Source: an optimization exercise on an open RTL-to-GDS flow (aim: small area). Production flows keep margins and buffers that such runs may drop.
In this exercise RTL edits were held to simulation tests only and were not proved equivalent to the original.
No driver is modelled on the clock port, so clocking that relies on it looks cheaper here than on a real chip.
No activity file was given, so power comes from the tool's default toggle rates.

`design/flow/config.mk`:
```
export PLATFORM = sky130hd
export DESIGN_NAME = digital_voting_system_top
export DESIGN_NICKNAME = digital_voting_system_top
export VERILOG_FILES = /design/flow/design.v
export SDC_FILE = /design/flow/constraint.sdc
export NUM_CORES = 4
export LEC_CHECK = 0
export CAP_MARGIN = 5
export CORE_MARGIN = 2
export CORE_UTILIZATION = 65
export SLEW_MARGIN = 5
```
`design/flow/constraint.sdc`:
```
create_clock -name core_clock -period 7.0 [get_ports {master_clk}]
set_input_delay 1.4000 -clock core_clock [delete_from_list [all_inputs] [get_ports {master_clk}]]
set_output_delay 1.4000 -clock core_clock [all_outputs]
set_load 0.01 [all_outputs]
```
`design/flow/design.v`:
```
module voter_authentication(
    input wire clk,
    input wire reset,
    input wire [7:0] voter_id_input,
    input wire authenticate_voter,
    input wire system_enable,
    input wire [7:0] current_voter_id,
    output wire authenticated,
    output reg already_voted,
    output wire valid_voter
);
    reg [15:0] voted;
    wire id_ok = (voter_id_input[7:4] == 4'h1);
    wire do_auth = system_enable & authenticate_voter;
    wire [15:0] sel;
    genvar g;
    generate
        for (g = 0; g < 16; g = g + 1) begin : g_sel
            assign sel[g] = (voter_id_input[3:0] == g);
        end
    endgenerate
    assign valid_voter = (current_voter_id[7:4] == 4'h1);
    assign authenticated = valid_voter & ~already_voted;
    always @(posedge clk or posedge reset) begin
        if (reset) begin
            already_voted <= 1'b0;
            voted <= 16'd0;
        end else begin
            if (do_auth)
                already_voted <= id_ok & |(voted & sel);
            voted <= voted | ({16{do_auth & id_ok}} & sel);
        end
    end
endmodule
module vote_counter(
    input wire clk,
    input wire reset,
    input wire valid_vote,
    input wire [3:0] candidate,
    input wire result_request,
    output reg [15:0] total_votes_cast,
    output reg [3:0] winning_candidate_id,
    output reg [15:0] winning_candidate_votes,
    output reg results_available
);
    reg [15:0] v0, v1, v2, v3;
    function [15:0] inc16(input [15:0] q, input en);
        integer k;
        reg t;
        begin
            t = en;
            for (k = 0; k < 16; k = k + 1) begin
                inc16[k] = q[k] ^ t;
                t = t & q[k];
            end
        end
    endfunction
    wire vote = valid_vote & ~candidate[3] & ~candidate[2];
    function ge16(input [15:0] a, input [15:0] b);
        integer k;
        reg c;
        begin
            c = 1'b1;
            for (k = 0; k < 16; k = k + 1)
                c = (a[k] & ~b[k]) | ((a[k] | ~b[k]) & c);
            ge16 = c;
        end
    endfunction
    wire g01 = ge16(v0, v1);
    wire g23 = ge16(v2, v3);
    wire [15:0] m01 = g01 ? v0 : v1;
    wire [15:0] m23 = g23 ? v2 : v3;
    wire g = ge16(m01, m23);
    wire [15:0] best_votes = g ? m01 : m23;
    wire [1:0] best_id = g ? {1'b0, ~g01} : {1'b1, ~g23};
    always @(posedge clk or posedge reset) begin
        if (reset) begin
            total_votes_cast <= 0;
            v0 <= 0; v1 <= 0; v2 <= 0; v3 <= 0;
            winning_candidate_id <= 0;
            winning_candidate_votes <= 0;
            results_available <= 0;
        end else begin
            total_votes_cast <= inc16(total_votes_cast, vote);
            v0 <= inc16(v0, vote & (candidate[1:0] == 2'd0));
            v1 <= inc16(v1, vote & (candidate[1:0] == 2'd1));
            v2 <= inc16(v2, vote & (candidate[1:0] == 2'd2));
            v3 <= inc16(v3, vote & (candidate[1:0] == 2'd3));
            results_available <= result_request;
            if (result_request) begin
                winning_candidate_id <= {2'b00, best_id};
                winning_candidate_votes <= best_votes;
            end
        end
    end
endmodule
module voting_system_controller(
    input wire clk,
    input wire reset,
    input wire [7:0] voter_id_input,
    input wire [3:0] candidate_selection,
    input wire submit_vote,
    input wire authenticate_voter,
    input wire display_results_request,
    input wire system_enable,
    output wire [7:0] system_status,
    output reg [7:0] current_voter_id,
    output reg [3:0] current_candidate,
    output reg vote_accepted,
    output reg vote_rejected,
    output reg system_ready,
    output wire [15:0] total_votes_cast,
    output wire [3:0] winning_candidate_id,
    output wire [15:0] winning_candidate_votes,
    output wire results_available,
    output wire [7:0] error_code
);
    wire authenticated, already_voted, valid_voter;
    reg status;
    reg [1:0] err;
    assign system_status = {7'd0, status};
    assign error_code = {6'd0, err};
    voter_authentication auth (
        .clk(clk),
        .reset(reset),
        .voter_id_input(voter_id_input),
        .authenticate_voter(authenticate_voter),
        .system_enable(system_enable),
        .current_voter_id(current_voter_id),
        .authenticated(authenticated),
        .already_voted(already_voted),
        .valid_voter(valid_voter)
    );
    vote_counter vcount (
        .clk(clk),
        .reset(reset),
        .valid_vote(vote_accepted),
        .candidate(candidate_selection),
        .result_request(display_results_request),
        .total_votes_cast(total_votes_cast),
        .winning_candidate_id(winning_candidate_id),
        .winning_candidate_votes(winning_candidate_votes),
        .results_available(results_available)
    );
    wire cand_ok = ~candidate_selection[3] & ~candidate_selection[2];
    always @(posedge clk or posedge reset) begin
        if (reset) begin
            status <= 0;
            current_voter_id <= 0;
            current_candidate <= 0;
            vote_accepted <= 0;
            vote_rejected <= 0;
            system_ready <= 0;
            err <= 0;
        end else begin
            system_ready <= system_enable;
            if (system_enable) begin
                if (authenticate_voter) begin
                    current_voter_id <= voter_id_input;
                    status <= authenticated;
                    err <= !valid_voter ? 2'd1 : already_voted ? 2'd2 : 2'd0;
                end
                if (status && submit_vote) begin
                    current_candidate <= candidate_selection;
                    vote_accepted <= cand_ok;
                    vote_rejected <= ~cand_ok;
                    err <= cand_ok ? 2'd0 : 2'd3;
                end else begin
                    vote_accepted <= 0;
                    vote_rejected <= 0;
                end
            end else begin
                status <= 0;
            end
        end
    end
endmodule
module digital_voting_system_top (
    input wire master_clk,
    input wire reset,
    input wire [7:0] voter_id_input,
    input wire [3:0] candidate_selection,
    input wire submit_vote,
    input wire authenticate_voter,
    input wire display_results_request,
    input wire system_enable,
    output wire [7:0] system_status,
    output wire [7:0] current_voter_id,
    output wire [3:0] current_candidate,
    output wire vote_accepted,
    output wire vote_rejected,
    output wire system_ready,
    output wire [15:0] total_votes_cast,
    output wire [3:0] winning_candidate_id,
    output wire [15:0] winning_candidate_votes,
    output wire results_available,
    output wire [7:0] error_code
);
    voting_system_controller voting_sys (
        .clk(master_clk),
        .reset(reset),
        .voter_id_input(voter_id_input),
        .candidate_selection(candidate_selection),
        .submit_vote(submit_vote),
        .authenticate_voter(authenticate_voter),
        .display_results_request(display_results_request),
        .system_enable(system_enable),
        .system_status(system_status),
        .current_voter_id(current_voter_id),
        .current_candidate(current_candidate),
        .vote_accepted(vote_accepted),
        .vote_rejected(vote_rejected),
        .system_ready(system_ready),
        .total_votes_cast(total_votes_cast),
        .winning_candidate_id(winning_candidate_id),
        .winning_candidate_votes(winning_candidate_votes),
        .results_available(results_available),
        .error_code(error_code)
    );
endmodule
```
`design/flow/flow/run.sh`:
```
#!/bin/bash
# Own layout flow: the standard synthesis, then an area-oriented re-mapping of
# the combinational logic (flip-flops, half adders and tie cells are kept as
# the standard synthesis made them), then the standard ORFS layout steps with
# small port buffers, one tie cell per constant, a clock tree of small buffers
# without dummy loads, and the leaf clock buffers upsized where their
# flip-flops would see a slow clock slew.
set -euo pipefail
W=$(pwd)
F=$W/flow
R=$W/orfs/results/${FLOW_PLATFORM}/digital_voting_system_top/base
LIB=$FLOW_HOME/platforms/${FLOW_PLATFORM}/lib/sky130_fd_sc_hd__tt_025C_1v80.lib

bash standard.sh synth > $W/synth.log 2>&1

cp $R/1_2_yosys.v $W/standard_1_2_yosys.v
REMAP_LIB=$LIB REMAP_TOP=$FLOW_TOP REMAP_IN=$W/standard_1_2_yosys.v \
REMAP_OUT=$W/remap.v REMAP_ABC=$F/abc_area.script \
    yosys -c $F/remap.tcl > $W/remap.log 2>&1
cp $W/remap.v $R/1_2_yosys.v
rm -f $R/1_synth.odb $R/1_synth.sdc

export BUFFER_PORTS_ARGS="-buffer_cell sky130_fd_sc_hd__buf_1"
export SKIP_REPAIR_TIE_FANOUT=1
export CTS_ARGS="-sink_clustering_enable -repair_clock_nets -dont_use_dummy_load -buf_list {sky130_fd_sc_hd__clkbuf_2 sky130_fd_sc_hd__clkbuf_4} -root_buf sky130_fd_sc_hd__clkbuf_4 -sink_clustering_size 20"
bash standard.sh cts > $W/layout_to_cts.log 2>&1

FIXCLK_RESULTS=$R FIXCLK_SLEW=0.095 FIXCLK_CELL=sky130_fd_sc_hd__clkbuf_8 \
    openroad -no_init -exit $F/fix_clk.tcl > $W/fix_clk.log 2>&1

bash standard.sh > $W/layout.log 2>&1
```
`design/flow/flow/abc_area.script`:
```
strash
dc2
&get -n
&st
&dch -f
&nf -p -F 8 -A 4 -R 1000
&put
topo
```
`design/flow/flow/fix_clk.tcl`:
```
# Upsize the clock tree's leaf buffers whose flip-flop clock pins see a slow
# slew, then legalise the placement again.
set P $::env(FLOW_HOME)/platforms/$::env(FLOW_PLATFORM)
set R $::env(FIXCLK_RESULTS)
read_db $R/4_cts.odb
read_liberty $P/lib/sky130_fd_sc_hd__tt_025C_1v80.lib
read_sdc $R/4_cts.sdc
source $P/setRC.tcl
set_propagated_clock [all_clocks]
estimate_parasitics -placement
set thr $::env(FIXCLK_SLEW)
set big $::env(FIXCLK_CELL)
set n 0
foreach inst [get_cells clkbuf_*] {
  set worst 0
  foreach pin [get_pins -of_objects [get_nets -of_objects [get_pins -of_objects $inst -filter "direction == output"]] -filter "direction == input"] {
    set s [get_property $pin slew_max]
    if {$s > $worst} { set worst $s }
  }
  if {$worst > $thr} {
    puts "upsize [get_property $inst name] [get_property $inst ref_name] slew $worst"
    replace_cell $inst $big
    incr n
  }
}
puts "upsized $n clock buffers"
if {$n > 0} {
  detailed_placement
  check_placement -verbose
  estimate_parasitics -placement
}
set worst 0
foreach pin [get_pins -hierarchical */CLK] {
  set s [get_property $pin slew_max]
  if {$s > $worst} { set worst $s }
}
puts "worst clock pin slew after: $worst"
write_db $R/4_cts.odb
```
`design/flow/flow/remap.tcl`:
```
yosys -import
set lib $::env(REMAP_LIB)
set top $::env(REMAP_TOP)
read_liberty -wb -ignore_miss_func $lib
read_verilog $::env(REMAP_IN)
hierarchy -top $top
# keep sequential cells, adders and ties as they are
setattr -mod -set keep_hierarchy 1 =sky130_fd_sc_hd__df* =sky130_fd_sc_hd__ha_* =sky130_fd_sc_hd__fa_* =sky130_fd_sc_hd__conb_*
flatten -wb
opt_clean -purge
tee -o $::env(REMAP_OUT).pre.stat stat -liberty $lib
abc -script $::env(REMAP_ABC) -liberty $lib -dont_use sky130_fd_sc_hd__probe_p_8 -dont_use sky130_fd_sc_hd__probec_p_8 -dont_use sky130_fd_sc_hd__lpflow_*
opt_clean -purge
hilomap -singleton -hicell sky130_fd_sc_hd__conb_1 HI -locell sky130_fd_sc_hd__conb_1 LO
splitnets
opt_clean -purge
tee -o $::env(REMAP_OUT).stat stat -liberty $lib
select -module $top
write_verilog -noattr -noexpr -nohex -nodec -selected $::env(REMAP_OUT)
```
`design/flow/standard.sh`:
```
#!/bin/bash
# synth_recipe.tcl (not shown) runs the flow's synth.tcl, then flattens the netlist and writes it again
# the make line also repeats each setting of config.mk as NAME=value (left out here)
make -C /OpenROAD-flow-scripts/flow DESIGN_CONFIG=/design/flow/config.mk WORK_HOME=/design/flow/orfs CLKGATE_MAP_FILE= SYNTH_SCRIPT=/design/flow/synth_recipe.tcl "${@:-finish}"
```
==> impl_metrics.yaml, run 1 <==
run_status:
  status: "timing/DRC/antenna clean"
die:
  dieArea_mm2: 0.0103
  core_area_mm2: 0.00924
  die_h_um: 102
  die_x_um: 102
  start_util: 0.671
  rows: 35
  io_pins: 86
cells_and_area:
  n_antenna_cell: 0
  final_area_mm2: 0.00685
  final_nets: 706
  final_common_cell: "dfrtp_1"
  syn_to_final_growth_pct: 10.5
  mostFrequentLayoutCells: "dfrtp_1, ha_1, buf_1"
  final_layout_size_suffix_gt1_frac: 0.0409
power:
  powerDensity_mw_per_mm2: 200
  p_leak_uw: 0.00356
  p_total_uw: 1370
  vdd_drop_max_v: 0.000157
placement:
  pre_cts_ws_ns: 1.78
  dp_hpwl_um: 8300
  place_area_mm2: 0.00668
  io_buffers: 70
  gp_congestion: 0.860
drt:
  ant_nets: 0
  drt_wl_total_um: 11200
  drt-pass1-iter-count: 4
  drc: 0
  vias: 4248
  via_per_inst: 5.74
  drtIter0Drc: 150
  wl_per_cell_um: 15.1
clocking:
  hold_buffers: 0
  cts_buffer_depth: 2
  post_cts_buffers: 0
  post_cts_resize_count: 0
  cts.clk_slew.worst_paths_ns: 0.09
  numCtsBuffers: 17
  clk_latency_ns: 0.41
  clkSinkCount: 134
  cts_tree: "done"
  cts_max_level: 4
  cts_root_buf: "clkbuf_4"
worst_setup_path:
  start_kind: "register"
  crit_fanout: 19
  worstPathArrival_ns: 5.59
  required_ns: 7.26
  rr_worst_depth: 21
  crit_type: "register to register"
  end_kind: "register"
sta:
  slew_viol_final: 0
  fmax_ghz: 0.188
  slew_headroom: 0.272
  final.setup.tns_ns: 0
  clock_skew_ns: 0.0292
  period_share: 0.762
  rsz0062_at_grt: "false"
  worstMarginPinSlew_ns: 1.08
  layout_min_cycle_time_ns: 5.33
  fin_ws_ns: 1.67
  hold_viol: 0
  setup_viol: 0
logic_synthesis:
  netlist_area_mm2: 0.00620
  syn_inst: 520
  postSynthAreaPerCell_um2: 11.9
  ys_warn_count: 3
  syn_nets: 613
grt:
  grt_pass1_vias: 4289
  track_usage: 0.239
  antenna_found_initial: 0
  grt_max_degree: 91
  grt_pass1_wl_um: 19100
  grt-ovfl-total: 0
job:
  timing.max_cap.violations: 0
hold_path:
  holdPathStages: 1
  holdCritPathClass: "register to register"
==> flip-flops by register name (all words and copies together), names as in the netlist, 2 cells and up <==
register,cells
voting_sys.vcount.v0,16
voting_sys.vcount.v1,16
voting_sys.vcount.winning_candidate_id,2
voting_sys.current_candidate,4
voting_sys.vcount.v2,16
voting_sys.vcount.winning_candidate_votes,16
voting_sys.current_voter_id,8
voting_sys.vcount.v3,16
voting_sys.err,2
voting_sys.vcount.total_votes_cast,16
voting_sys.auth.voted,16
==> power by group <==
group | total [µW] | internal (µW) | switching, µW | leakage (µW)
combinational | 160 | 56.5 | 103 | 0.00165
sequential | 828 | 807 | 21.4 | 0.00182
clock | 384 | 155 | 229 | 0.0000963
==> final cells by class <==
type	instances	area, µm²
Sequential cell	134	3350
Multi-Input combinational cell	335	2680
Fill cell	663	2390
Timing Repair Buffer	74	293
Inverter	51	194
Clock buffer	17	171
Tap cell	129	161
==> worst paths after layout <==
path | slack, ns | start | endpoint
worst min-delay path | 0.46 | voting_sys.vcount.total_votes_cast[15] | voting_sys.vcount.total_votes_cast[15]
worst max-delay path | 1.67 | voting_sys.vcount.v1[0] | voting_sys.vcount.winning_candidate_votes[8]
worst max register to register | 1.67 | voting_sys.vcount.v1[0] | voting_sys.vcount.winning_candidate_votes[8]
worst min register to register | 0.46 | voting_sys.vcount.total_votes_cast[15] | voting_sys.vcount.total_votes_cast[15]
max in group asynchronous | 4.56 | reset | voting_sys.vcount.winning_candidate_votes[6]
min in group asynchronous | 1.24 | reset | voting_sys.vcount.total_votes_cast[15]
==> metal layers <==
metal	vias up	wire length, µm	track usage	part of all wire
li1	2072	-	-	-
met1	2051	4710	0.283	0.42
met2	107	5780	0.411	0.52
met3	18	479	0.0683	0.043
met4	0	187	0.0967	0.017
met5	-	0	0	0
==> metrics by stage <==
| stage | utilization | cells | hold slack, ns |
|---|---|---|---|
| 6_report | 0.741 | 740 | 0.463 |
| 4_1_cts | 0.737 | 740 | 0.469 |
| 5_1_grt | 0.741 | 740 | 0.485 |
| 2_1_floorplan | - | 520 | 0.428 |
| 3_3_place_gp | 0.723 | 723 | 0.438 |
| 3_5_place_dp | 0.723 | 723 | 0.452 |
==> worst max-delay path, cell delays in order, from the launching register on <==
cell and delay [ns]:
dfrtp_1 0.39, nor2b_1 0.13, maj3_1 0.35, maj3_1 0.36
maj3_1 0.35, a21oi_1 0.12, o22ai_1 0.11, maj3_1 0.37
a21oi_1 0.11, o21ai_0 0.12, a31oi_2 0.14, buf_4 0.30
mux2i_1 0.41, a211oi_1 0.17, a211o_1 0.31, a211oi_1 0.25
a21oi_1 0.11, o21ai_0 0.52, buf_4 0.28, clkinv_1 0.12
nand2_1 0.08, o221ai_1 0.10
==> run 2: changes to the inputs <==
--- a/design/flow/config.mk
+++ b/design/flow/config.mk
@@ -7,5 +7,5 @@
 export LEC_CHECK = 0
-export CAP_MARGIN = 5
+export CAP_MARGIN = 20
 export CORE_MARGIN = 2
 export CORE_UTILIZATION = 65
-export SLEW_MARGIN = 5
+export SLEW_MARGIN = 20
==> run 2 against run 1 <==
Highest routed layer unchanged. Worst hold slack about the same. Via count about the same. First-iteration DRC count down 9.3%. Still clean on timing, DRC and antenna. Largest cell class unchanged.
==> impl_metrics.yaml, run 2 <==
run_status:
  status: "timing/DRC/antenna clean"
die:
  io_pins: 86
  core_area_mm2: 0.00924
  die_h_um: 102
  rows: 35
  dieArea_mm2: 0.0103
  die_x_um: 102
  start_util: 0.671
drt:
  drtIter0Drc: 136
  drt-pass1-iter-count: 4
  drc: 0
  wl_per_cell_um: 15.1
  drt_wl_total_um: 11200
  vias: 4247
  via_per_inst: 5.74
  ant_nets: 0
power:
  p_switching_uw: 355
  p_comb_frac: 0.117
  vdd_drop_max_v: 0.000157
  clock_power_share: 0.280
  p_leak_uw: 0.00356
  powerDensity_mw_per_mm2: 200
  seqPwrFrac: 0.603
  swShare: 0.258
  intPower_uw: 1020
sta:
  period_share: 0.760
  slew_viol_final: 0
  final.setup.tns_ns: 0
  fmax_ghz: 0.188
  hold_viol: 0
  slew_headroom: 0.312
  rsz0062_at_grt: "false"
  clock_skew_ns: 0.0293
  layout_min_cycle_time_ns: 5.32
  setup_viol: 0
  worstMarginPinSlew_ns: 1.03
hold_path:
  holdPathStages: 1
  whs_endpoint: "voting_sys.vcount.total_votes_cast[15]"
  hold_start: "voting_sys.vcount.total_votes_cast[15]"
  holdCritPathClass: "register to register"
worst_setup_path:
  end_kind: "register"
  reg2reg_slack_ns: 1.68
  start_kind: "register"
  crit_slowest_cell: "o21ai_0"
  rr_worst_depth: 21
  cp_cell_sequence: "nor2b_1, maj3_1, maj3_1, maj3_1, a21oi_1, o22ai_1, maj3_1, a21oi_1, o21ai_0, a31oi_2, buf_4, mux2i_1, a211oi_1, a211o_1, a211oi_1, a21oi_1, o21ai_0, buf_4, clkinv_1, nand2_1, o221ai_1"
  required_ns: 7.27
  reg2reg_from: "voting_sys.vcount.v1[0]"
  cpMostUsedCell: "maj3_1"
  worstPathArrival_ns: 5.59
  crit_type: "register to register"
  max_stage_delay_ns: 0.51
  crit_fanout: 19
  timing.rr.end: "voting_sys.vcount.winning_candidate_votes[8]"
grt:
  grt-ovfl-total: 0
  antenna_found_initial: 0
  track_usage: 0.239
  grt_pass1_wl_um: 19100
  grt_max_degree: 91
  grt_pass1_vias: 4289
cells_and_area:
  final_util: 0.742
  final_common_cell: "dfrtp_1"
  final_nets: 706
  mostFrequentLayoutCells: "dfrtp_1, ha_1, buf_1"
  syn_to_final_growth_pct: 10.7
  n_antenna_cell: 0
  final_layout_size_suffix_gt1_frac: 0.0426
logic_synthesis:
  netlist_area_mm2: 0.00620
  ys_warn_count: 3
  syn_nets: 613
  postSynthAreaPerCell_um2: 11.9
  syn_inst: 520
clocking:
  cts_tree: "done"
  clkSinkCount: 134
  post_cts_resize_count: 0
  numCtsBuffers: 17
  cts_root_buf: "clkbuf_4"
  cts.clk_slew.worst_paths_ns: 0.09
  post_cts_buffers: 0
  hold_buffers: 0
  cts_buffer_depth: 2
  clk_latency_ns: 0.41
  cts_max_level: 4
job:
  timing.max_cap.violations: 0
placement:
  io_buffers: 70
  gp_congestion: 0.860
  dp_hpwl_um: 8300
==> run 2: cell count changes in the layout (fill, tap and decap cells not counted) <==
cell    previous run  this run
nor4_2             0         1
nor4_1             1         0
inv_6              0         1
inv_4              1         0
==> run 2: final cells by class <==
type	count	area, µm²
clock buffer	17	171
fill	666	2380
inverter	51	196
multi-input combinational	335	2680
sequential	134	3350
tap	129	161
timing repair buffer	74	293
==> run 2: per-stage QoR <==
stage	hold WS [ns]	instances	setup slack (ns)	power, µW	instance area, µm²
6_report	0.463	740	1.68	1370	6860
5_1_grt	0.485	740	1.32	1440	6860
4_1_cts	0.469	740	1.66	1340	6810
3_5_place_dp	0.452	723	1.78	1000	6680
3_3_place_gp	0.438	723	2.06	996	6680
2_1_floorplan	0.428	520	1.19	944	6200
==> run 2: worst max path at each step <==
| stage | from | endpoint | slack (ns) | cells past startpoint |
|---|---|---|---|---|
| 2_1_floorplan | voting_sys.vcount.v1[0] | voting_sys.vcount.winning_candidate_votes[8] | 1.19 | 19 |
| 3_3_place_gp | voting_sys.vcount.v1[0] | voting_sys.vcount.winning_candidate_votes[8] | 2.06 | 21 |
| 3_5_place_dp | voting_sys.vcount.v1[0] | voting_sys.vcount.winning_candidate_votes[5] | 1.78 | 21 |
| 4_1_cts | voting_sys.vcount.v1[0] | voting_sys.vcount.winning_candidate_votes[8] | 1.66 | 21 |
| 5_1_grt | voting_sys.vcount.v1[0] | voting_sys.vcount.winning_candidate_votes[8] | 1.32 | 21 |
| 6_report | voting_sys.vcount.v1[0] | voting_sys.vcount.winning_candidate_votes[8] | 1.68 | 21 |
==> run 2: power by group through the flow <==
stage | logic (µW) | registers, µW | clock network [µW]
3_5_place_dp | 160 | 843 | 0
3_3_place_gp | 155 | 841 | 0
6_report | 160 | 828 | 385
4_1_cts | 161 | 828 | 347
5_1_grt | 179 | 833 | 430
2_1_floorplan | 92.5 | 851 | 0
==> run 2: worst max-delay path, delay by kind of cell, from the launching register on <==
family	cells	cell delay, ns
buf+inv	3	0.70
flops	1	0.39
simple gates	2	0.21
compound gates	11	2.06
fa+ha+maj	4	1.43
mux	1	0.40
==> run 2: metal layers <==
layer,track usage,share of wire,up-vias
li1,-,-,2071
met1,0.283,0.42,2044
met2,0.411,0.52,107
met3,0.0683,0.044,25
met4,0.0967,0.018,0
met5,0,0,-
==> run 3: changes to the inputs <==
--- a/design/flow/config.mk
+++ b/design/flow/config.mk
@@ -9,3 +9,3 @@
 export CORE_MARGIN = 2
-export CORE_UTILIZATION = 65
+export CORE_UTILIZATION = 80
 export SLEW_MARGIN = 20
==> run 3 against run 2 <==
Sequential share of layout area grew 0.21 points. Flip-flop and latch count is the same. Global-route usage grew 12 points. Combinational power grew 7%. Via count grew 11%. Count of clock-buffer cells in the layout is the same. Clock power grew 1%. Non-clock buffer count grew 1. Sequential power is essentially flat. Critical path type unchanged. Highest routed layer unchanged.
==> impl_metrics.yaml, run 3 <==
drt:
  vias: 4729
  drt_wl_total_um: 14000
  drc: 0
  drtIter0Drc: 401
  ant_nets: 0
  via_per_inst: 6.62
  drt-pass1-iter-count: 5
  wl_per_cell_um: 19.6
clocking:
  post_cts_resize_count: 0
  clk_latency_ns: 0.43
  numCtsBuffers: 17
  hold_buffers: 0
  clkSinkCount: 134
  cts_max_level: 4
  cts_buffer_depth: 2
  post_cts_buffers: 0
  cts_root_buf: "clkbuf_4"
  cts.clk_slew.worst_paths_ns: 0.08
  cts_tree: "done"
run_status:
  status: "timing/DRC/antenna clean"
sta:
  final.setup.tns_ns: 0
  setup_viol: 0
  rsz0062_at_grt: "false"
  slew_viol_final: 0
  layout_min_cycle_time_ns: 6.07
  worstMarginPinSlew_ns: 0.828
  clock_skew_ns: 0.0334
  period_share: 0.868
  fmax_ghz: 0.165
  hold_viol: 0
  slew_headroom: 0.442
  whs_ns: 0.464
worst_setup_path:
  max_stage_delay_ns: 0.67
  crit_slowest_cell: "o21ai_0"
  end_kind: "register"
  required_ns: 7.26
  start_kind: "register"
  worstPathArrival_ns: 6.33
  cp_cell_sequence: "nor2b_1, maj3_1, maj3_1, maj3_1, a21oi_1, o22ai_1, maj3_1, a21oi_1, o21ai_0, a31oi_2, buf_4, mux2i_1, a211oi_1, a211o_1, a211oi_1, a21oi_1, o21ai_0, buf_4, clkinv_1, nand2_1, o221ai_1"
  reg2reg_from: "voting_sys.vcount.v1[0]"
  crit_fanout: 12
  timing.rr.end: "voting_sys.vcount.winning_candidate_votes[5]"
  crit_type: "register to register"
  rr_worst_depth: 21
  cpMostUsedCell: "maj3_1"
  reg2reg_slack_ns: 0.93
die:
  core_area_mm2: 0.00761
  rows: 32
  die_x_um: 92.0
  dieArea_mm2: 0.00847
  io_pins: 86
  die_h_um: 92.0
  start_util: 0.815
placement:
  gp_congestion: 0.883
  dp_cells: 696
  dp_hpwl_um: 9480
  place_area_mm2: 0.00665
  io_buffers: 70
logic_synthesis:
  netlist_area_mm2: 0.00620
  postSynthAreaPerCell_um2: 11.9
  syn_inst: 520
  ys_warn_count: 3
  syn_nets: 613
grt:
  grt_pass1_wl_um: 23400
  grt_pass1_vias: 4981
  grt_max_degree: 85
  antenna_found_initial: 0
  grt-ovfl-total: 0
  track_usage: 0.361
cells_and_area:
  final_nets: 707
  mostFrequentLayoutCells: "dfrtp_1, ha_1, buf_1"
  layout.cells.non_filler: 714
  n_antenna_cell: 0
  final_layout_size_suffix_gt1_frac: 0.0441
  final_area_mm2: 0.00683
  final_common_cell: "dfrtp_1"
  syn_to_final_growth_pct: 10.2
power:
  powerDensity_mw_per_mm2: 204
  p_leak_uw: 0.00356
  vdd_drop_max_v: 0.000152
hold_path:
  whs_endpoint: "voting_sys.auth.voted[11]"
  holdCritPathClass: "register to register"
  holdPathStages: 1
  hold_start: "voting_sys.auth.voted[11]"
job:
  timing.max_cap.violations: 0
[run 3: cell count changes in the layout (fill, tap and decap cells not counted), sizes merged]
cell	before	now
buf	74	75
[run 3: critical path, delay by kind of cell (launching register included)]
kind / cells / cell delay [ns]
fa+ha+maj: 4 / 1.43
compound gates: 11 / 2.67
flops: 1 / 0.40
simple gates: 2 / 0.26
buf+inv: 3 / 0.76
mux: 1 / 0.38
[run 3: final cells by class]
class                           count  area, µm²
Fill cell                         333        777
Multi-Input combinational cell    335       2680
Clock buffer                       17        165
Tap cell                          102        128
Inverter                           51        196
Timing Repair Buffer               75        304
Sequential cell                   134       3350
[run 3: worst max path at each step]
stage	from	endpoint	depth (start not counted)
after floorplan	voting_sys.vcount.v1[0]	voting_sys.vcount.winning_candidate_votes[8]	19
after global placement	voting_sys.vcount.v1[0]	voting_sys.vcount.winning_candidate_votes[8]	21
after detailed placement	voting_sys.vcount.v1[0]	voting_sys.vcount.winning_candidate_votes[5]	21
after CTS	voting_sys.vcount.v1[0]	voting_sys.vcount.winning_candidate_votes[5]	21
after global routing	voting_sys.vcount.v1[0]	voting_sys.vcount.winning_candidate_votes[5]	21
final	voting_sys.vcount.v1[0]	voting_sys.vcount.winning_candidate_votes[5]	21
[run 3: per-stage QoR]
stage          total power [µW]  setup WS, ns   util
2_1_floorplan               944          1.19      -
3_3_place_gp                993          1.75  0.874
3_5_place_dp               1010          1.30  0.874
4_1_cts                    1350          1.11  0.890
5_1_grt                    1450         0.798  0.898
6_report                   1390         0.927  0.898
[run 3: metal layers]
metal,global-route usage,vias up,share of wire
met5,0,-,0
met4,0.225,0,0.054
met3,0.0871,84,0.063
met2,0.634,256,0.53
met1,0.391,2305,0.35
li1,-,2084,-
[run 3: power by group]
part,leakage (µW),internal [µW],total (µW),switching (µW)
clock network,0.0000937,149,390,241
logic,0.00165,58.1,172,114
registers,0.00182,807,829,22.8
total,0.00356,1010,1390,378
==> run 4: changes to the inputs <==
--- a/design/flow/flow/run.sh
+++ b/design/flow/flow/run.sh
@@ -27,3 +27,3 @@
 
-FIXCLK_RESULTS=$R FIXCLK_SLEW=0.095 FIXCLK_CELL=sky130_fd_sc_hd__clkbuf_8 \
+FIXCLK_RESULTS=$R FIXCLK_SLEW=0.105 FIXCLK_CELL=sky130_fd_sc_hd__clkbuf_8 \
     openroad -no_init -exit $F/fix_clk.tcl > $W/fix_clk.log 2>&1
--- a/design/flow/config.mk
+++ b/design/flow/config.mk
@@ -9,3 +9,3 @@
 export CORE_MARGIN = 2
-export CORE_UTILIZATION = 80
+export CORE_UTILIZATION = 65
 export SLEW_MARGIN = 20
==> run 4 against run 3 <==
Synthesized area did not move. Still clean. Synthesized cell count did not move. Wire length fell by 20%. Flip-flop and latch count did not move. Worst setup slack improved by 0.70 ns. Critical path type unchanged. Count of clock-buffer cells in the layout did not move. Critical endpoint is now voting_sys.vcount.winning_candidate_votes[8]. Combinational power fell by 6%. Sequential power barely moved. Cell area rose by 0.15%. Die area rose by 22%.
==> impl_metrics.yaml, run 4 <==
worst_setup_path:
  start_kind: "register"
  cpMostUsedCell: "maj3_1"
  crit_slowest_cell: "o21ai_0"
  max_stage_delay_ns: 0.52
  required_ns: 7.26
  crit_type: "register to register"
  reg2reg_slack_ns: 1.63
  rr_worst_depth: 21
  worstPathArrival_ns: 5.63
  cp_cell_sequence: "nor2b_1, maj3_1, maj3_1, maj3_1, a21oi_1, o22ai_1, maj3_1, a21oi_1, o21ai_0, a31oi_2, buf_4, mux2i_1, a211oi_1, a211o_1, a211oi_1, a21oi_1, o21ai_0, buf_4, clkinv_1, nand2_1, o221ai_1"
  end_kind: "register"
  crit_fanout: 19
placement:
  dp_hpwl_um: 8300
  pre_cts_ws_ns: 1.78
  gp_congestion: 0.860
  io_buffers: 70
  dp_cells: 723
clocking:
  clk_latency_ns: 0.41
  numCtsBuffers: 17
  clkSinkCount: 134
  hold_buffers: 0
  post_cts_buffers: 0
  post_cts_resize_count: 0
  cts_buffer_depth: 2
  cts_max_level: 4
  cts.clk_slew.worst_paths_ns: 0.10
  cts_root_buf: "clkbuf_4"
  cts_tree: "done"
drt:
  drt-pass1-iter-count: 4
  vias: 4252
  drt_wl_total_um: 11200
  ant_nets: 0
  wl_per_cell_um: 15.1
  drtIter0Drc: 141
  via_per_inst: 5.75
  drc: 0
logic_synthesis:
  ys_warn_count: 3
  postSynthAreaPerCell_um2: 11.9
  syn_nets: 613
  netlist_area_mm2: 0.00620
  syn_inst: 520
cells_and_area:
  final_nets: 706
  mostFrequentLayoutCells: "dfrtp_1, ha_1, buf_1"
  final_layout_size_suffix_gt1_frac: 0.0426
  n_antenna_cell: 0
  layout.cells.non_filler: 740
  fillCellCount: 668
  final_util: 0.740
  final_common_cell: "dfrtp_1"
  syn_to_final_growth_pct: 10.4
die:
  rows: 35
  dieArea_mm2: 0.0103
  die_x_um: 102
  die_h_um: 102
  core_area_mm2: 0.00924
  io_pins: 86
  start_util: 0.671
power:
  powerDensity_mw_per_mm2: 198
  p_leak_uw: 0.00355
  vdd_drop_max_v: 0.000157
sta:
  layout_min_cycle_time_ns: 5.37
  slew_headroom: 0.313
  clock_skew_ns: 0.0323
  hold_viol: 0
  setup_viol: 0
  worstMarginPinSlew_ns: 1.03
  whs_ns: 0.463
  fmax_ghz: 0.186
  slew_viol_final: 0
  fin_ws_ns: 1.63
  final.setup.tns_ns: 0
  period_share: 0.768
  rsz0062_at_grt: "false"
hold_path:
  holdPathStages: 1
  holdCritPathClass: "register to register"
grt:
  grt-ovfl-total: 0
  track_usage: 0.239
  grt_pass1_vias: 4294
  grt_pass1_wl_um: 19100
  grt_max_degree: 91
  antenna_found_initial: 0
job:
  timing.max_cap.violations: 0
run_status:
  status: "timing/DRC/antenna clean"
run 4: routing by layer:
| layer | up-vias | wire (µm) | track usage |
|---|---|---|---|
| li1 | 2076 | - | - |
| met1 | 2046 | 4730 | 0.282 |
| met2 | 107 | 5780 | 0.411 |
| met3 | 23 | 473 | 0.0683 |
| met4 | 0 | 218 | 0.0967 |
| met5 | - | 0 | 0 |
run 4: worst max-delay path: cells and delay by family, from the launching register on:
kind	cells	cell delay, ns
adder cells (fa/ha/maj)	4	1.43
multiplexers	1	0.40
AND/OR/NAND/NOR	2	0.21
buffers and inverters	3	0.70
AO/OA/AOI/OAI	11	2.06
flip-flops	1	0.40
run 4: final cells by class:
| cell class | count | area [µm²] | share of cell area |
|---|---|---|---|
| clock buffer | 17 | 153 | 0.0223 |
| inverter | 51 | 196 | 0.0287 |
| multi-input combinational | 335 | 2680 | 0.392 |
| sequential | 134 | 3350 | 0.490 |
| tap | 129 | 161 | 0.0236 |
| timing repair buffer | 74 | 293 | 0.0428 |
run 4: through the flow:
step	area (µm²)	power (µW)
detailed placement	6680	1000
global route	6840	1420
finish	6840	1350
CTS	6810	1340
floorplan	6200	944
global placement	6680	996
run 4: worst paths after layout:
kind | start | end
max reg2reg | voting_sys.vcount.v1[0] | voting_sys.vcount.winning_candidate_votes[8]
min reg2reg | voting_sys.vcount.total_votes_cast[15] | voting_sys.vcount.total_votes_cast[15]
max | voting_sys.vcount.v1[0] | voting_sys.vcount.winning_candidate_votes[8]
min | voting_sys.vcount.total_votes_cast[15] | voting_sys.vcount.total_votes_cast[15]
max in group asynchronous | reset | voting_sys.vcount.winning_candidate_votes[6]
min in group asynchronous | reset | voting_sys.vcount.total_votes_cast[15]
run 4: power breakdown:
group | total (µW) | internal [µW] | switching (µW)
logic | 161 | 56.7 | 104
registers | 828 | 806 | 21.5
clock network | 364 | 137 | 227
total | 1350 | 1000 | 353
==> run 5: changes to the inputs <==
--- a/design/flow/config.mk
+++ b/design/flow/config.mk
@@ -7,5 +7,5 @@
 export LEC_CHECK = 0
-export CAP_MARGIN = 20
+export CAP_MARGIN = 5
 export CORE_MARGIN = 2
 export CORE_UTILIZATION = 65
-export SLEW_MARGIN = 20
+export SLEW_MARGIN = 5
==> run 5 against run 4 <==
Critical endpoint unchanged. Global-route usage did not move. Still clean on timing, DRC and antenna. Flip-flop and latch count did not move. First-iteration DRC count rose by 7.1%. Largest power group unchanged. Maximum frequency fell by 0.15%. Sequential power barely moved. Wire length fell by 0.54%. Clock skew fell by 0.00080 ns. Power barely moved. Critical path type unchanged. Critical path depth did not move. Synthesized cell count did not move.
==> impl_metrics.yaml, run 5 <==
grt:
  grt_pass1_vias: 4294
  antenna_found_initial: 0
  track_usage: 0.239
  grt_max_degree: 91
  grt_pass1_wl_um: 19100
  grt-ovfl-total: 0
power:
  p_total_uw: 1350
  p_switching_uw: 351
  powerDensity_mw_per_mm2: 198
  p_leak_uw: 0.00355
  intPower_uw: 1000
  swShare: 0.260
  clock_power_share: 0.269
  p_comb_frac: 0.118
  vdd_drop_max_v: 0.000157
  seqPwrFrac: 0.613
worst_setup_path:
  cp_cell_sequence: "nor2b_1, maj3_1, maj3_1, maj3_1, a21oi_1, o22ai_1, maj3_1, a21oi_1, o21ai_0, a31oi_2, buf_4, mux2i_1, a211oi_1, a211o_1, a211oi_1, a21oi_1, o21ai_0, buf_4, clkinv_1, nand2_1, o221ai_1"
  worstPathArrival_ns: 5.63
  crit_type: "register to register"
  crit_buf_inv: 3
  reg2reg_slack_ns: 1.62
  rr_worst_depth: 21
  crit_fanout: 19
  required_ns: 7.25
  cpLargestDelayFamily: "compound AO/OA/AOI/OAI gates"
  timing.rr.end: "voting_sys.vcount.winning_candidate_votes[8]"
  reg2reg_from: "voting_sys.vcount.v1[0]"
  max_stage_delay_ns: 0.51
  start_kind: "register"
  crit_slowest_cell: "o21ai_0"
  cpMostUsedCell: "maj3_1"
  end_kind: "register"
sta:
  worstMarginPinSlew_ns: 1.06
  clock_skew_ns: 0.0315
  fin_ws_ns: 1.62
  period_share: 0.769
  slew_viol_final: 0
  slew_headroom: 0.285
  rsz0062_at_grt: "false"
  hold_viol: 0
  setup_viol: 0
  fmax_ghz: 0.186
  final.setup.tns_ns: 0
  layout_min_cycle_time_ns: 5.38
hold_path:
  whs_endpoint: "voting_sys.vcount.total_votes_cast[15]"
  hold_start: "voting_sys.vcount.total_votes_cast[15]"
  holdPathStages: 1
  holdCritPathClass: "register to register"
drt:
  vias: 4254
  drt-pass1-iter-count: 5
  drc: 0
  drtIter0Drc: 151
  via_per_inst: 5.75
  drt_wl_total_um: 11100
  ant_nets: 0
  wl_per_cell_um: 15.1
placement:
  dp_hpwl_um: 8300
  io_buffers: 70
  gp_congestion: 0.860
  pre_cts_ws_ns: 1.78
clocking:
  post_cts_resize_count: 0
  post_cts_buffers: 0
  clk_latency_ns: 0.41
  numCtsBuffers: 17
  cts.clk_slew.worst_paths_ns: 0.10
  clkSinkCount: 134
  cts_max_level: 4
  cts_tree: "done"
  cts_root_buf: "clkbuf_4"
  cts_buffer_depth: 2
  hold_buffers: 0
cells_and_area:
  syn_to_final_growth_pct: 10.2
  final_common_cell: "dfrtp_1"
  fillCellCount: 665
  n_antenna_cell: 0
  mostFrequentLayoutCells: "dfrtp_1, ha_1, buf_1"
  final_layout_size_suffix_gt1_frac: 0.0409
  final_nets: 706
run_status:
  status: "timing/DRC/antenna clean"
logic_synthesis:
  syn_inst: 520
  syn_nets: 613
  postSynthAreaPerCell_um2: 11.9
  netlist_area_mm2: 0.00620
  ys_warn_count: 3
die:
  die_x_um: 102
  dieArea_mm2: 0.0103
  core_area_mm2: 0.00924
  die_h_um: 102
  io_pins: 86
  start_util: 0.671
  rows: 35
job:
  timing.max_cap.violations: 0
[run 5: stage by stage]
stage	utilization	instance area (µm²)	std cells	hold slack [ns]
3_3_place_gp	0.723	6680	723	0.438
3_5_place_dp	0.723	6680	723	0.452
5_1_grt	0.739	6830	740	0.485
4_1_cts	0.737	6810	740	0.469
6_report	0.739	6830	740	0.463
2_1_floorplan	-	6200	520	0.428
[run 5: worst max path at each step]
stage / depth (start not counted) / slack [ns] / to / startpoint
4_1_cts: 21 / 1.66 / voting_sys.vcount.winning_candidate_votes[8] / voting_sys.vcount.v1[0]
3_3_place_gp: 21 / 2.06 / voting_sys.vcount.winning_candidate_votes[8] / voting_sys.vcount.v1[0]
2_1_floorplan: 19 / 1.19 / voting_sys.vcount.winning_candidate_votes[8] / voting_sys.vcount.v1[0]
5_1_grt: 21 / 1.27 / voting_sys.vcount.winning_candidate_votes[8] / voting_sys.vcount.v1[0]
3_5_place_dp: 21 / 1.78 / voting_sys.vcount.winning_candidate_votes[5] / voting_sys.vcount.v1[0]
6_report: 21 / 1.62 / voting_sys.vcount.winning_candidate_votes[8] / voting_sys.vcount.v1[0]
[run 5: area by class of cell]
| cell class | count | area, µm² | share of cell area |
|---|---|---|---|
| tap | 129 | 161 | 0.0236 |
| clock buffer | 17 | 153 | 0.0223 |
| inverter | 51 | 194 | 0.0284 |
| sequential | 134 | 3350 | 0.491 |
| multi-input combinational | 335 | 2680 | 0.392 |
| timing repair buffer | 74 | 293 | 0.0429 |
[run 5: per-layer routing]
layer  routed length [µm]  track usage  part of all wire
met1                 4690        0.282              0.42
met2                 5720        0.411              0.51
met3                  481       0.0683             0.043
met4                  248       0.0967             0.022
met5                    0            0                 0
[run 5: power groups by stage]
stage               clock network (µW)  registers (µW)  logic [µW]
floorplan                            0             851        92.5
global placement                     0             841         155
detailed placement                   0             843         160
CTS                                347             828         161
global route                       408             833         178
finish                             364             828         160
==> run 6: changes to the inputs <==
--- a/design/flow/design.v
+++ b/design/flow/design.v
@@ -14,9 +14,14 @@
     wire do_auth = system_enable & authenticate_voter;
-    wire [15:0] sel;
+    wire [3:0] lo = 4'b0001 << voter_id_input[1:0];
+    wire [3:0] hi = 4'b0001 << voter_id_input[3:2];
+    wire hit = do_auth & id_ok;
+    wire [3:0] lo_hit = lo & {4{hit}};
+    wire [3:0] grp;
     genvar g;
     generate
-        for (g = 0; g < 16; g = g + 1) begin : g_sel
-            assign sel[g] = (voter_id_input[3:0] == g);
+        for (g = 0; g < 4; g = g + 1) begin : g_grp
+            assign grp[g] = |(voted[4*g +: 4] & lo);
         end
     endgenerate
+    wire seen = |(grp & hi);
     assign valid_voter = (current_voter_id[7:4] == 4'h1);
@@ -29,4 +34,5 @@
             if (do_auth)
-                already_voted <= id_ok & |(voted & sel);
-            voted <= voted | ({16{do_auth & id_ok}} & sel);
+                already_voted <= id_ok & seen;
+            voted <= voted | {{4{hi[3]}} & lo_hit, {4{hi[2]}} & lo_hit,
+                              {4{hi[1]}} & lo_hit, {4{hi[0]}} & lo_hit};
         end
==> run 6 against run 5 <==
Largest cell class unchanged. Maximum frequency decreased by 2.8%. Combinational power increased by 7%. Critical path depth increased by 8. Clock skew decreased by 0.0076 ns. Non-clock buffer count increased by 1. Power increased by 0.93%. First-iteration DRC count decreased by 15%. Critical endpoint is now voting_sys.vcount.winning_candidate_votes[0]. Cell area decreased by 0.59%. Worst hold slack improved by 0.0038 ns.
==> impl_metrics.yaml, run 6 <==
worst_setup_path:
  crit_fanout: 26
  worstPathArrival_ns: 5.83
  crit_type: "register to register"
  rr_worst_depth: 29
  required_ns: 7.30
  crit_buf_inv: 2
  reg2reg_slack_ns: 1.47
  crit_slowest_cell: "o32ai_1"
  timing.rr.end: "voting_sys.vcount.winning_candidate_votes[0]"
  setup.worst_path.start: "voting_sys.vcount.v3[1]"
  reg2reg_from: "voting_sys.vcount.v3[1]"
  start_kind: "register"
  end_kind: "register"
  cpLargestDelayFamily: "compound AO/OA/AOI/OAI gates"
  critPathCapture: "voting_sys.vcount.winning_candidate_votes[0]"
  cpMostUsedCell: "a21oi_1"
  critical_path_depth: 29
  max_stage_delay_ns: 0.51
die:
  start_util: 0.667
  dieArea_mm2: 0.0103
  io_pins: 86
  die_x_um: 101
  core_area_mm2: 0.00924
  die_h_um: 101
  rows: 35
run_status:
  status: "timing/DRC/antenna clean"
sta:
  worstMarginPinSlew_ns: 0.991
  clock_skew_ns: 0.0239
  fin_ws_ns: 1.47
  hold_viol: 0
  fmax_ghz: 0.181
  layout_min_cycle_time_ns: 5.53
  rsz0062_at_grt: "false"
  slew_viol_final: 0
  slew_headroom: 0.339
  final.setup.tns_ns: 0
  period_share: 0.791
  setup_viol: 0
logic_synthesis:
  syn_nets: 601
  syn_inst: 508
  netlist_area_mm2: 0.00616
  ys_warn_count: 3
  postSynthAreaPerCell_um2: 12.1
clocking:
  post_cts_buffers: 0
  post_cts_resize_count: 0
  cts.clk_slew.worst_paths_ns: 0.10
  hold_buffers: 0
  clkSinkCount: 134
  cts_root_buf: "clkbuf_4"
  clk_latency_ns: 0.40
  cts_max_level: 4
  cts_buffer_depth: 2
  numCtsBuffers: 17
  cts_tree: "done"
grt:
  grt_max_degree: 87
  grt_pass1_wl_um: 19200
  antenna_found_initial: 0
  grt_pass1_vias: 4194
  track_usage: 0.240
  grt-ovfl-total: 0
cells_and_area:
  syn_to_final_growth_pct: 10.2
  final_common_cell: "dfrtp_1"
  final_layout_size_suffix_gt1_frac: 0.0417
  final_nets: 695
  mostFrequentLayoutCells: "dfrtp_1, ha_1, buf_1"
  n_antenna_cell: 0
  fillCellCount: 661
power:
  vdd_drop_max_v: 0.000161
  intPower_uw: 1010
  p_switching_uw: 358
  seqPwrFrac: 0.608
  p_leak_uw: 0.00348
  clock_power_share: 0.266
  powerDensity_mw_per_mm2: 201
  swShare: 0.262
  p_comb_frac: 0.126
drt:
  drc: 0
  drtIter0Drc: 128
  top_layer: "met4"
  route.met3.wl_um: 515
  drt-pass1-iter-count: 4
  wl_met1_um: 5040
  vias: 4220
  drt_wl_total_um: 11200
  wl_per_cell_um: 15.4
  ant_nets: 0
  met2WireLength_um: 5580
  via_per_inst: 5.79
job:
  timing.max_cap.violations: 0
placement:
  gp_congestion: 0.907
  pre_cts_ws_ns: 1.61
  io_buffers: 70
  dp_hpwl_um: 8480
hold_path:
  holdCritPathClass: "register to register"
run 6: routing by layer:
layer	vias to the layer above	track usage
li1	2055	-
met1	2056	0.308
met2	99	0.408
met3	10	0.0531
met4	0	0.0780
met5	-	0
run 6: metrics by stage:
stage	hold WS [ns]	total power (µW)	utilization	area, µm²	std cells
2_1_floorplan	0.437	956	-	6160	508
3_3_place_gp	0.449	1010	0.718	6640	712
3_5_place_dp	0.455	1020	0.718	6640	712
4_1_cts	0.474	1350	0.732	6770	729
5_1_grt	0.487	1440	0.735	6790	729
6_report	0.467	1360	0.735	6790	729
run 6: area by class of cell:
class                           instances  area (µm²)  area share
Tap cell                              129         161      0.0238
Sequential cell                       134        3350       0.494
Inverter                               44         168      0.0247
Multi-Input combinational cell        330        2660       0.391
Timing Repair Buffer                   75         300      0.0442
Clock buffer                           17         153      0.0225
run 6: power groups by stage:
| stage | Combinational [µW] | Clock (µW) | Sequential [µW] |
|---|---|---|---|
| after global routing | 192 | 413 | 833 |
| after global placement | 167 | 0 | 842 |
| after floorplan | 102 | 0 | 853 |
| after detailed placement | 173 | 0 | 844 |
| final | 171 | 363 | 829 |
| after CTS | 174 | 348 | 829 |
run 6: how the worst min path moves through the flow:
| stage | from | endpoint | slack (ns) | cells after the start |
|---|---|---|---|---|
| after floorplan | voting_sys.auth.voted[3] | voting_sys.auth.voted[3] | 0.44 | 1 |
| after global placement | voting_sys.auth.voted[3] | voting_sys.auth.voted[3] | 0.45 | 1 |
| after detailed placement | voting_sys.auth.voted[1] | voting_sys.auth.voted[1] | 0.46 | 1 |
| after CTS | voting_sys.vcount.total_votes_cast[15] | voting_sys.vcount.total_votes_cast[15] | 0.47 | 1 |
| after global routing | voting_sys.auth.voted[1] | voting_sys.auth.voted[1] | 0.49 | 1 |
| final | voting_sys.vcount.total_votes_cast[15] | voting_sys.vcount.total_votes_cast[15] | 0.47 | 1 |
run 6: worst reg2reg max path, delay by kind of cell, from the launching register on:
family / cells / cell delay [ns]
AOI/OAI and AO/OA: 20 / 2.96
buffers and inverters: 2 / 0.33
DFF: 1 / 0.37
adders and majority gates: 3 / 0.91
muxes: 1 / 0.18
and+or+nand+nor: 3 / 0.68

## re-timing with driven ports
Ports are ideal in the flow. The routed layouts listed here were re-timed in OpenROAD. Step 1 assumes that a clkbuf_16 drives the clock port and a buf_2 every other input. Step 2 also shifts input and output timing later by t, the mid clock arrival at the registers, as if the neighbouring blocks saw the same clock. Slacks: ideal / step 1 / step 2; pairs: ideal / step 1.
run | shift t [ns] | setup slack, ns | worst setup path at the end | worst register clock-pin slew, ns | worst slew at a driven data input, ns
run 1 | 0.428 | 1.668 / 1.668 / 1.668 | register to register | 0.09 / 0.09 | 0.03
run 2 | 0.429 | 1.680 / 1.680 / 1.680 | register to register | 0.09 / 0.09 | 0.03
run 3 | 0.443 | 0.927 / 0.927 / 0.927 | register to register | 0.10 / 0.10 | 0.04
run 4 | 0.424 | 1.627 / 1.627 / 1.627 | register to register | 0.10 / 0.10 | 0.03
run 5 | 0.423 | 1.619 / 1.619 / 1.619 | register to register | 0.10 / 0.10 | 0.03
run 6 | 0.424 | 1.466 / 1.466 / 1.466 | register to register | 0.10 / 0.10 | 0.03
After both steps every run listed still meets setup and hold.
